Source: an optimization exercise on an open RTL-to-GDS flow (aim: small area). Production flows keep margins and buffers that such runs may drop.
In this exercise RTL edits were held to simulation tests only and were not proved equivalent to the original.
Power figures rest on the tool's default switching activity, not on a simulated workload.

cedar:
// system_bus
module system_bus
	#(parameter DATA_WIDTH = 8,
	parameter ADDR_WIDTH = 14,
	parameter NO_OF_MASTER = 4,
	parameter NO_OF_SLAVE = 8,
	parameter [NO_OF_SLAVE*ADDR_WIDTH-1:0] SLAVE_BASE_ADDR = {14'd10, 14'd20, 14'd30, 14'd40, 14'd50, 14'd60, 14'd70, 14'd80},
	parameter [NO_OF_SLAVE*ADDR_WIDTH-1:0] SLAVE_END_ADDR = {14'd19, 14'd29, 14'd39, 14'd49, 14'd59, 14'd69, 14'd79, 14'd89}
	)
	(
	input clk,
	input reset_n,
	input [ADDR_WIDTH*NO_OF_MASTER-1:0]  addr_avm,
	output [DATA_WIDTH*NO_OF_MASTER-1:0]  readdata_avm,
	input [DATA_WIDTH*NO_OF_MASTER-1:0]  writedata_avm,
	input [NO_OF_MASTER-1:0]  readen_avm,
	input [NO_OF_MASTER-1:0]  writeen_avm,
	output [NO_OF_MASTER-1:0]  readvalid_avm,
	output [NO_OF_MASTER-1:0]  writevalid_avm,
	input [NO_OF_MASTER-1:0]  waitrequest_avm,
	input [4*NO_OF_MASTER-1:0] priority_no,
	output [ADDR_WIDTH*NO_OF_SLAVE-1:0]  addr_avs,
	input [DATA_WIDTH*NO_OF_SLAVE-1:0]  readdata_avs,
	output [DATA_WIDTH*NO_OF_SLAVE-1:0]  writedata_avs,
	output [NO_OF_SLAVE-1:0]  readen_avs,
	output [NO_OF_SLAVE-1:0]  writeen_avs,
	input [NO_OF_SLAVE-1:0]  readvalid_avs,
	input [NO_OF_SLAVE-1:0]  writevalid_avs,
	output reg [NO_OF_SLAVE-1:0]  waitrequest_avs
	);
Size in the first run: roughly 1900 cells after synthesis, ~490 flip-flops, ~440 I/O pins.
==> flow/config.mk <==
export PLATFORM = sky130hd
export DESIGN_NAME = system_bus
export DESIGN_NICKNAME = system_bus
export VERILOG_FILES = /design/flow/design.v
export SDC_FILE = /design/flow/constraint.sdc
export NUM_CORES = 4
export LEC_CHECK = 0
export CAP_MARGIN = 20
export CORE_MARGIN = 2
export CORE_UTILIZATION = 55
export PLACE_DENSITY = 0.7
export SLEW_MARGIN = 20
==> flow/constraint.sdc <==
create_clock -name core_clock -period 7.0 [get_ports {clk}]
set_input_delay 1.4000 -clock core_clock [delete_from_list [all_inputs] [get_ports {clk}]]
set_output_delay 1.4000 -clock core_clock [all_outputs]
set_load 0.01 [all_outputs]
standard.sh (not shown) runs the stock make flow with config.mk's settings and CLKGATE_MAP_FILE= SYNTH_SCRIPT=/design/flow/synth_recipe.tcl, a recipe that flattens the netlist after the stock synthesis.
==> flow/flow/run.sh <==
#!/bin/bash
# ORFS layout through the standard.sh, with three changes to how the
# layout is made:
#  - synthesis maps the logic with an area-oriented ABC script
#    (flow/abc_map.script) in place of ORFS's speed script; everything else
#    in synthesis, including flip-flop mapping, is ORFS's own;
#  - every port is buffered with buf_1 rather than the default buffer;
#  - the clock tree is built from clkbuf_2 (clkbuf_8 at the root) without
#    dummy loads.
set -euo pipefail
rm -rf scripts_local
cp -r "$FLOW_HOME/scripts" scripts_local
cp flow/abc_map.script scripts_local/abc_speed.script
export SCRIPTS_DIR="$PWD/scripts_local"
export BUFFER_PORTS_ARGS="-buffer_cell sky130_fd_sc_hd__buf_1"
export CTS_ARGS="-sink_clustering_enable -repair_clock_nets -dont_use_dummy_load -buf_list sky130_fd_sc_hd__clkbuf_4 -root_buf sky130_fd_sc_hd__clkbuf_8 -sink_clustering_size 12 -sink_clustering_max_diameter 35"
bash standard.sh > standard.log 2>&1
==> flow/flow/abc_map.script <==
&get -n
&st
&deepsyn -T 60
&dch -f
&nf -a -R 1000 -F 4 -A 4
&put
&get -n
&st
&deepsyn -T 60
&dch -f
&nf -a -R 1000 -F 4 -A 4
&put
Looking at the reports, cedar completed the entire flow and the layout it produced met the timing, design-rule and antenna checks.
The following lists how pepper was set up differently from cedar:
-- flow/flow/run.sh --
<<< cedar, line 16
export CTS_ARGS="-sink_clustering_enable -repair_clock_nets -dont_use_dummy_load -buf_list sky130_fd_sc_hd__clkbuf_4 -root_buf sky130_fd_sc_hd__clkbuf_8 -sink_clustering_size 12 -sink_clustering_max_diameter 35"
>>> pepper, line 16
export CTS_ARGS="-sink_clustering_enable -repair_clock_nets -dont_use_dummy_load -buf_list sky130_fd_sc_hd__clkbuf_2 -root_buf sky130_fd_sc_hd__clkbuf_8"
==> results.txt <==
- Between pepper and cedar, the ratio of total power to cell area figures differ only marginally.
- The clock buffer and inverter area fraction after layout of cedar and that of pepper are within noise of each other.
- Going from cedar to pepper, the final clock period utilization by the worst path was found to have gone down by 0.97 points.
- Compared to cedar, pepper has critical path depth about 4.5% higher.
- Between pepper and cedar, it is pepper whose routed wire length is higher, by about 0.9%.
- In terms of design area, pepper and cedar differ only marginally.
- pepper has routed via count above what cedar had.
- In terms of power share of the combinational group, pepper and cedar differ only marginally.
- When pepper is measured against cedar, its worst hold slack turns out 0.0032 ns higher.
- pepper against cedar; maximum frequency is up slightly.
- pepper vs cedar — switching power rose 3.0%.
The following lists how zinc was set up differently from pepper:
-- flow/flow/run.sh --
<<< pepper, line 16
export CTS_ARGS="-sink_clustering_enable -repair_clock_nets -dont_use_dummy_load -buf_list sky130_fd_sc_hd__clkbuf_2 -root_buf sky130_fd_sc_hd__clkbuf_8"
>>> zinc, line 16
export CTS_ARGS="-sink_clustering_enable -repair_clock_nets -dont_use_dummy_load -buf_list sky130_fd_sc_hd__clkbuf_4 -root_buf sky130_fd_sc_hd__clkbuf_8 -sink_clustering_size 12 -sink_clustering_max_diameter 40"
--- outcome ---
From pepper to zinc the numbers moved as follows: post-layout total power dropped about 2.7%; area growth from synthesis to layout shows a reduction of 0.86 points. Lower cell area goes to zinc over pepper. Going from pepper to zinc, post-route non-filler standard cell count has decreased; wire length moved down.
Here is what was changed in the inputs of garnet compared with zinc.
-- flow/flow/run.sh --
<<< zinc, line 16
export CTS_ARGS="-sink_clustering_enable -repair_clock_nets -dont_use_dummy_load -buf_list sky130_fd_sc_hd__clkbuf_4 -root_buf sky130_fd_sc_hd__clkbuf_8 -sink_clustering_size 12 -sink_clustering_max_diameter 40"
>>> garnet, line 16
export CTS_ARGS="-sink_clustering_enable -repair_clock_nets -dont_use_dummy_load -buf_list sky130_fd_sc_hd__clkbuf_4 -root_buf sky130_fd_sc_hd__clkbuf_8 -sink_clustering_size 10 -sink_clustering_max_diameter 35"
Notes after the runs:
Changes observed in garnet relative to zinc: clock skew saw a decrease, worst hold slack saw an increase, sequential share of layout area saw a decrease, overall power of the completed layout saw an increase, first-iteration DRC count saw a decrease.
garnet vs zinc — clock power share rose 2.3 points.
garnet vs zinc: total number of cells along the worst setup path down by a few percent
On buffering overhead, zinc and garnet are neck and neck.
Compared with zinc, garnet shows final-layout clock buffer total that has gone up by more than a quarter.
Diff zinc -> garnet: post-layout utilization of the core climbed 0.52 points, maximum frequency climbed 2.1 MHz.


Setup of the reference run:
system_bus, a different RTL version from the one above (not shown whole).
Size in the first run: roughly 2000 cells after synthesis, ~440 I/O pins, ~21000 µm² of cells after synthesis.
// system_bus
module system_bus
	#(parameter DATA_WIDTH = 8,
	parameter ADDR_WIDTH = 14,
	parameter NO_OF_MASTER = 4,
	parameter NO_OF_SLAVE = 8,
	parameter [NO_OF_SLAVE*ADDR_WIDTH-1:0] SLAVE_BASE_ADDR = {14'd10, 14'd20, 14'd30, 14'd40, 14'd50, 14'd60, 14'd70, 14'd80},
	parameter [NO_OF_SLAVE*ADDR_WIDTH-1:0] SLAVE_END_ADDR = {14'd19, 14'd29, 14'd39, 14'd49, 14'd59, 14'd69, 14'd79, 14'd89}
	)
	(
	input clk,
	input reset_n,
	input [ADDR_WIDTH*NO_OF_MASTER-1:0]  addr_avm,
	output [DATA_WIDTH*NO_OF_MASTER-1:0]  readdata_avm,
	input [DATA_WIDTH*NO_OF_MASTER-1:0]  writedata_avm,
	input [NO_OF_MASTER-1:0]  readen_avm,
	input [NO_OF_MASTER-1:0]  writeen_avm,
	output [NO_OF_MASTER-1:0]  readvalid_avm,
	output [NO_OF_MASTER-1:0]  writevalid_avm,
	input [NO_OF_MASTER-1:0]  waitrequest_avm,
	input [4*NO_OF_MASTER-1:0] priority_no,
	output [ADDR_WIDTH*NO_OF_SLAVE-1:0]  addr_avs,
	input [DATA_WIDTH*NO_OF_SLAVE-1:0]  readdata_avs,
	output [DATA_WIDTH*NO_OF_SLAVE-1:0]  writedata_avs,
	output [NO_OF_SLAVE-1:0]  readen_avs,
	output [NO_OF_SLAVE-1:0]  writeen_avs,
	input [NO_OF_SLAVE-1:0]  readvalid_avs,
	input [NO_OF_SLAVE-1:0]  writevalid_avs,
	output reg [NO_OF_SLAVE-1:0]  waitrequest_avs
	);
	genvar i;
	reg [3:0] readen_avm_last, writeen_avm_last;
	reg [7:0] readvalid_avs_last, writevalid_avs_last;
	always @(posedge clk or negedge reset_n)
		if (~reset_n) begin
			readen_avm_last <= 4'b0; writeen_avm_last <= 4'b0;
			readvalid_avs_last <= 8'b0; writevalid_avs_last <= 8'b0;
		end else begin
			readen_avm_last <= readen_avm; writeen_avm_last <= writeen_avm;
			readvalid_avs_last <= readvalid_avs; writevalid_avs_last <= writevalid_avs;
		end
  ...
==> flow/config.mk <==
export PLATFORM = sky130hd
export DESIGN_NAME = system_bus
export DESIGN_NICKNAME = system_bus
export VERILOG_FILES = /design/flow/design.v
export SDC_FILE = /design/flow/constraint.sdc
export NUM_CORES = 4
export LEC_CHECK = 0
export CAP_MARGIN = 20
export CORE_MARGIN = 2
export CORE_UTILIZATION = 40
export PLACE_DENSITY = 0.6
export SLEW_MARGIN = 20
==> flow/constraint.sdc <==
create_clock -name core_clock -period 7.0 [get_ports {clk}]
set_input_delay 1.4000 -clock core_clock [delete_from_list [all_inputs] [get_ports {clk}]]
set_output_delay 1.4000 -clock core_clock [all_outputs]
set_load 0.01 [all_outputs]
==> flow/flow/run.sh <==
#!/bin/bash
# ORFS layout through the standard.sh, with three changes to how the
# layout is made:
#  - synthesis maps the logic with an area-oriented ABC script
#    (flow/abc_map.script) in place of ORFS's speed script; everything else
#    in synthesis, including flip-flop mapping, is ORFS's own;
#  - every port is buffered with buf_1 rather than the default buffer;
#  - the clock tree is built from clkbuf_2 (clkbuf_8 at the root) without
#    dummy loads.
set -euo pipefail
rm -rf scripts_local
cp -r "$FLOW_HOME/scripts" scripts_local
cp flow/abc_map.script scripts_local/abc_speed.script
export SCRIPTS_DIR="$PWD/scripts_local"
export BUFFER_PORTS_ARGS="-buffer_cell sky130_fd_sc_hd__buf_1"
export CTS_ARGS="-sink_clustering_enable -repair_clock_nets -dont_use_dummy_load -buf_list sky130_fd_sc_hd__clkbuf_2 -root_buf sky130_fd_sc_hd__clkbuf_8"
bash standard.sh > standard.log 2>&1
Scripts as last shown in full above: flow/flow/abc_map.script
Inputs modified between the reference run and the trial run:
==> flow/flow/abc_map.script <==
&get -n
&st
&syn2
&dch -f
&nf -a -R 1000 -F 4 -A 4
&put
&get -n
&st
&syn2
&dch -f
&nf -a -R 1000 -F 4 -A 4
&put
Results
- Worst setup margin: the trial run vs the reference run down 0.50 ns
- The reference run ended up with mdm_m[2][1]$_DFFE_PN0P_ as its endpoint of the worst setup timing path; the trial run ended up with mdm_m[1][0]$_DFFE_PN0P_.
- Between the reference run and the trial run, number of nets at the end of the flow decreased.
- Relative to the reference run, the trial run improves total power.
- For the trial run, the launching instance or port of the critical path was addr_avm[7], unlike the reference run, where it was addr_avm[17].
- Going from the reference run to the trial run, non-clock buffer count now sits higher; final area now sits higher; largest incremental delay on the critical path now sits lower.

==> separate check: timing with driven ports <==
In the flow no input, the clock included, has a driving cell. The finished layouts below were timed again as built, in two steps. Step 1: set_driving_cell puts a clkbuf_16 on clk and a buf_2 on each other input, an assumption about the parent block. Step 2 moves the port delays by t, midway between the first and last clock arrival at a register: inputs arrive t later, outputs are due t later. That takes back most of the time a late clock gives input paths. Three values: no drivers, after step 1, after step 2; two values: the first two.
| run | t, ns | slack for setup (ns) | hold WS [ns] |
|---|---|---|---|
| cedar | 0.646 | 0.529 / 0.529 / -0.117 | 0.394 / 0.394 / 0.394 |
| pepper | 0.669 | 0.597 / 0.617 / -0.052 | 0.397 / 0.397 / 0.397 |
| zinc | 0.677 | 0.497 / 0.494 / -0.184 | 0.373 / 0.373 / 0.373 |
| garnet | 0.640 | 0.587 / 0.611 / -0.029 | 0.398 / 0.398 / 0.398 |
| the reference run | 0.818 | 1.145 / 1.182 / 0.364 | 0.398 / 0.398 / 0.398 |
| the trial run | 0.787 | 0.647 / 0.676 / -0.111 | 0.365 / 0.365 / 0.365 |
With both steps, setup timing fails in 5 of these runs, where it was met with ideal ports. For the reference run, which loses most, drivers alone change the setup slack by +0.037 ns; drivers and shift together by -0.781 ns.
